This is an optimization exercise on Yosys and OpenROAD, whose aim is small area, a short achievable clock period and few clock cycles per item, not a production implementation.

==> flow/design.v (excerpt) <==
module mmult(
  input  clk,                  
  input  reset_n,              
  input  enable,               
  input  [0:9*8-1] A_mat,      
  input  [0:9*8-1] B_mat,      
  output reg valid,            
  output reg [0:9*17-1] C_mat  
);
  wire [7:0] a00 = A_mat[0:7];
  wire [7:0] b00 = B_mat[0:7];
  wire [7:0] a01 = A_mat[8:15];
  wire [7:0] b01 = B_mat[8:15];
  wire [7:0] a02 = A_mat[16:23];
  wire [7:0] b02 = B_mat[16:23];
  wire [7:0] a10 = A_mat[24:31];
  wire [7:0] b10 = B_mat[24:31];
  wire [7:0] a11 = A_mat[32:39];
  wire [7:0] b11 = B_mat[32:39];
  wire [7:0] a12 = A_mat[40:47];
  wire [7:0] b12 = B_mat[40:47];
  wire [7:0] a20 = A_mat[48:55];
  wire [7:0] b20 = B_mat[48:55];
  wire [7:0] a21 = A_mat[56:63];
  wire [7:0] b21 = B_mat[56:63];
  wire [7:0] a22 = A_mat[64:71];
  wire [7:0] b22 = B_mat[64:71];
  wire pp0_0_0_0;
  wire pp0_0_0_1;
  wire pp0_0_0_2;
  wire pp0_0_0_3;
  wire pp0_0_0_4;
  wire pp0_0_0_5;
  wire pp0_0_0_6;
  wire pp0_0_0_7;
  wire pp0_0_1_0;
  wire pp0_0_1_1;
  wire pp0_0_1_2;
  wire pp0_0_1_3;
  wire pp0_0_1_4;
  wire pp0_0_1_5;
  wire pp0_0_1_6;
  wire pp0_0_1_7;
  wire pp0_0_2_0;
  wire pp0_0_2_1;
  wire pp0_0_2_2;
  wire pp0_0_2_3;
  wire pp0_0_2_4;
  wire pp0_0_2_5;
  wire pp0_0_2_6;
  wire pp0_0_2_7;
  wire pp0_0_3_0;
  wire pp0_0_3_1;
  wire pp0_0_3_2;
  wire pp0_0_3_3;
  wire pp0_0_3_4;
  wire pp0_0_3_5;
  wire pp0_0_3_6;
  wire pp0_0_3_7;
  wire pp0_0_4_0;
  wire pp0_0_4_1;
  wire pp0_0_4_2;
  wire pp0_0_4_3;
  wire pp0_0_4_4;
  wire pp0_0_4_5;
  wire pp0_0_4_6;
  wire pp0_0_4_7;
  wire pp0_0_5_0;
  wire pp0_0_5_1;
  wire pp0_0_5_2;
  wire pp0_0_5_3;
  wire pp0_0_5_4;
  wire pp0_0_5_5;
  wire pp0_0_5_6;
  wire pp0_0_5_7;
  wire pp0_0_6_0;
  wire pp0_0_6_1;
  wire pp0_0_6_2;
  wire pp0_0_6_3;
  wire pp0_0_6_4;
  wire pp0_0_6_5;
  wire pp0_0_6_6;
  wire pp0_0_6_7;
  wire pp0_0_7_0;
  wire pp0_0_7_1;
  wire pp0_0_7_2;
  wire pp0_0_7_3;
  wire pp0_0_7_4;
  wire pp0_0_7_5;
  wire pp0_0_7_6;
  wire pp0_0_7_7;
  wire pp0_1_0_0;
  wire pp0_1_0_1;
  wire pp0_1_0_2;
  wire pp0_1_0_3;
  wire pp0_1_0_4;
  wire pp0_1_0_5;
  wire pp0_1_0_6;
  wire pp0_1_0_7;
  wire pp0_1_1_0;
  wire pp0_1_1_1;
  wire pp0_1_1_2;
  wire pp0_1_1_3;
  wire pp0_1_1_4;
  wire pp0_1_1_5;
  wire pp0_1_1_6;
  wire pp0_1_1_7;
  wire pp0_1_2_0;
  wire pp0_1_2_1;
  wire pp0_1_2_2;
  wire pp0_1_2_3;
  wire pp0_1_2_4;
  ...
For scale: roughly 4400 cells after synthesis, ~300 I/O pins, ~0.047 mm2 of cells after synthesis.
export LEC_CHECK = 0
export CAP_MARGIN = 20
export CORE_MARGIN = 2
export CORE_UTILIZATION = 40
export SLEW_MARGIN = 20
export SYNTH_HIERARCHICAL = 1
create_clock -name core_clock -period 9.0 [get_ports {clk}]
run.sh (not shown) runs the stock make flow with config.mk's settings and CLKGATE_MAP_FILE= SYNTH_SCRIPT=/design/flow/synth_recipe.tcl, a recipe that flattens the netlist after the stock synthesis.
The first run produced a clean layout.
Edit:
--- a/flow/design.v
+++ b/flow/design.v
@@ -6519,53 +6519,24 @@
   wire [16:0] x3_1 = {1'b0, ~e3_s671, ~e3_s670, ~e3_s666, ~e3_s659, ~e3_s649, 1'b0, ~e3_s620, 1'b0, 1'b0, 1'b0, 1'b0, 1'b0, 1'b0, ~e3_s512, 1'b0, 1'b0};
   wire [16:0] x4_0 = {~e4_c839, ~e4_c838, ~e4_c834, ~e4_c827, ~e4_c817, ~e4_c804, ~e4_s804, ~e4_c770, ~e4_s770, ~e4_s750, ~e4_s730, ~e4_s713, ~e4_s699, ~e4_s688, ~e4_s679, ~e4_s675, ~e4_s672};
   wire [16:0] x4_1 = {1'b0, ~e4_s839, ~e4_s838, ~e4_s834, ~e4_s827, ~e4_s817, 1'b0, ~e4_s788, 1'b0, 1'b0, 1'b0, 1'b0, 1'b0, 1'b0, ~e4_s680, 1'b0, 1'b0};
   wire [16:0] x5_0 = {~e5_c1007, ~e5_c1006, ~e5_c1002, ~e5_c995, ~e5_c985, ~e5_c972, ~e5_s972, ~e5_c938, ~e5_s938, ~e5_s918, ~e5_s898, ~e5_s881, ~e5_s867, ~e5_s856, ~e5_s847, ~e5_s843, ~e5_s840};
   wire [16:0] x5_1 = {1'b0, ~e5_s1007, ~e5_s1006, ~e5_s1002, ~e5_s995, ~e5_s985, 1'b0, ~e5_s956, 1'b0, 1'b0, 1'b0, 1'b0, 1'b0, 1'b0, ~e5_s848, 1'b0, 1'b0};
   wire [16:0] x6_0 = {~e6_c1175, ~e6_c1174, ~e6_c1170, ~e6_c1163, ~e6_c1153, ~e6_c1140, ~e6_s1140, ~e6_c1106, ~e6_s1106, ~e6_s1086, ~e6_s1066, ~e6_s1049, ~e6_s1035, ~e6_s1024, ~e6_s1015, ~e6_s1011, ~e6_s1008};
   wire [16:0] x6_1 = {1'b0, ~e6_s1175, ~e6_s1174, ~e6_s1170, ~e6_s1163, ~e6_s1153, 1'b0, ~e6_s1124, 1'b0, 1'b0, 1'b0, 1'b0, 1'b0, 1'b0, ~e6_s1016, 1'b0, 1'b0};
   wire [16:0] x7_0 = {~e7_c1343, ~e7_c1342, ~e7_c1338, ~e7_c1331, ~e7_c1321, ~e7_c1308, ~e7_s1308, ~e7_c1274, ~e7_s1274, ~e7_s1254, ~e7_s1234, ~e7_s1217, ~e7_s1203, ~e7_s1192, ~e7_s1183, ~e7_s1179, ~e7_s1176};
   wire [16:0] x7_1 = {1'b0, ~e7_s1343, ~e7_s1342, ~e7_s1338, ~e7_s1331, ~e7_s1321, 1'b0, ~e7_s1292, 1'b0, 1'b0, 1'b0, 1'b0, 1'b0, 1'b0, ~e7_s1184, 1'b0, 1'b0};
   wire [16:0] x8_0 = {~e8_c1511, ~e8_c1510, ~e8_c1506, ~e8_c1499, ~e8_c1489, ~e8_c1476, ~e8_s1476, ~e8_c1442, ~e8_s1442, ~e8_s1422, ~e8_s1402, ~e8_s1385, ~e8_s1371, ~e8_s1360, ~e8_s1351, ~e8_s1347, ~e8_s1344};
   wire [16:0] x8_1 = {1'b0, ~e8_s1511, ~e8_s1510, ~e8_s1506, ~e8_s1499, ~e8_s1489, 1'b0, ~e8_s1460, 1'b0, 1'b0, 1'b0, 1'b0, 1'b0, 1'b0, ~e8_s1352, 1'b0, 1'b0};
   always @(posedge clk) valid <= reset_n & enable;
-  reg [16:0] r0_0, r0_1;
-  reg [16:0] r1_0, r1_1;
-  reg [16:0] r2_0, r2_1;
-  reg [16:0] r3_0, r3_1;
-  reg [16:0] r4_0, r4_1;
-  reg [16:0] r5_0, r5_1;
-  reg [16:0] r6_0, r6_1;
-  reg [16:0] r7_0, r7_1;
-  reg [16:0] r8_0, r8_1;
   always @(posedge clk) begin
-    r0_0 <= x0_0;
-    r0_1 <= x0_1;
-    r1_0 <= x1_0;
-    r1_1 <= x1_1;
-    r2_0 <= x2_0;
-    r2_1 <= x2_1;
-    r3_0 <= x3_0;
-    r3_1 <= x3_1;
-    r4_0 <= x4_0;
-    r4_1 <= x4_1;
-    r5_0 <= x5_0;
-    r5_1 <= x5_1;
-    r6_0 <= x6_0;
-    r6_1 <= x6_1;
-    r7_0 <= x7_0;
-    r7_1 <= x7_1;
-    r8_0 <= x8_0;
-    r8_1 <= x8_1;
-  end
-  always @* begin
-    C_mat[0:16] = r0_0 + r0_1;
-    C_mat[17:33] = r1_0 + r1_1;
-    C_mat[34:50] = r2_0 + r2_1;
-    C_mat[51:67] = r3_0 + r3_1;
-    C_mat[68:84] = r4_0 + r4_1;
-    C_mat[85:101] = r5_0 + r5_1;
-    C_mat[102:118] = r6_0 + r6_1;
-    C_mat[119:135] = r7_0 + r7_1;
-    C_mat[136:152] = r8_0 + r8_1;
+    C_mat[0:16] <= x0_0 + x0_1;
+    C_mat[17:33] <= x1_0 + x1_1;
+    C_mat[34:50] <= x2_0 + x2_1;
+    C_mat[51:67] <= x3_0 + x3_1;
+    C_mat[68:84] <= x4_0 + x4_1;
+    C_mat[85:101] <= x5_0 + x5_1;
+    C_mat[102:118] <= x6_0 + x6_1;
+    C_mat[119:135] <= x7_0 + x7_1;
+    C_mat[136:152] <= x8_0 + x8_1;
   end
 endmodule
Result:
- die area is lower by 1.0%
- flip-flop and latch count is lower by 63
- global-route usage is higher by 0.58 points
- via count is higher by about 3.7%
- setup slack is worse by 1.1 ns
- routed wire length stays flat
- cell count is higher by 1.9%
- utilization is higher by 0.98 points
- final area is higher by 0.80%
Function was not checked in any run of this note: the RTL went through the layout flow alone.

## re-timing with driven ports
The flow's constraints put no driver on any port. The routed layouts listed below were extracted and timed again, unchanged, in two steps.
Step 1 (the two cells are an assumption about what drives the block):
set clk [get_ports {clk}]
set_driving_cell -lib_cell sky130_fd_sc_hd__clkbuf_16 $clk
set_driving_cell -lib_cell sky130_fd_sc_hd__buf_2 [delete_from_list [all_inputs] $clk]
Step 2 moves the port delays by t, midway between the first and last clock arrival at a register: inputs arrive t later, outputs are due t later. That takes back most of the time a late clock gives input paths.
a / b / c = no drivers / after step 1 / after step 2; a / b = the first two.
run | t, ns | setup slack, ns | worst hold slack (ns) | worst setup path at the end | clock arrival spread, ns
the first run | 0.667 | 2.057 / 2.048 / 1.381 | 1.774 / 1.722 / 2.389 | input to register | 0.028 / 0.028
the second run | 0.613 | 0.998 / 0.974 / 0.361 | 1.830 / 1.776 / 2.389 | input to register | 0.022 / 0.022
After both steps setup and hold are still met in every run listed. The setup slack of the first run, which loses most, moves by -0.009 ns with the drivers and by -0.676 ns with both steps.
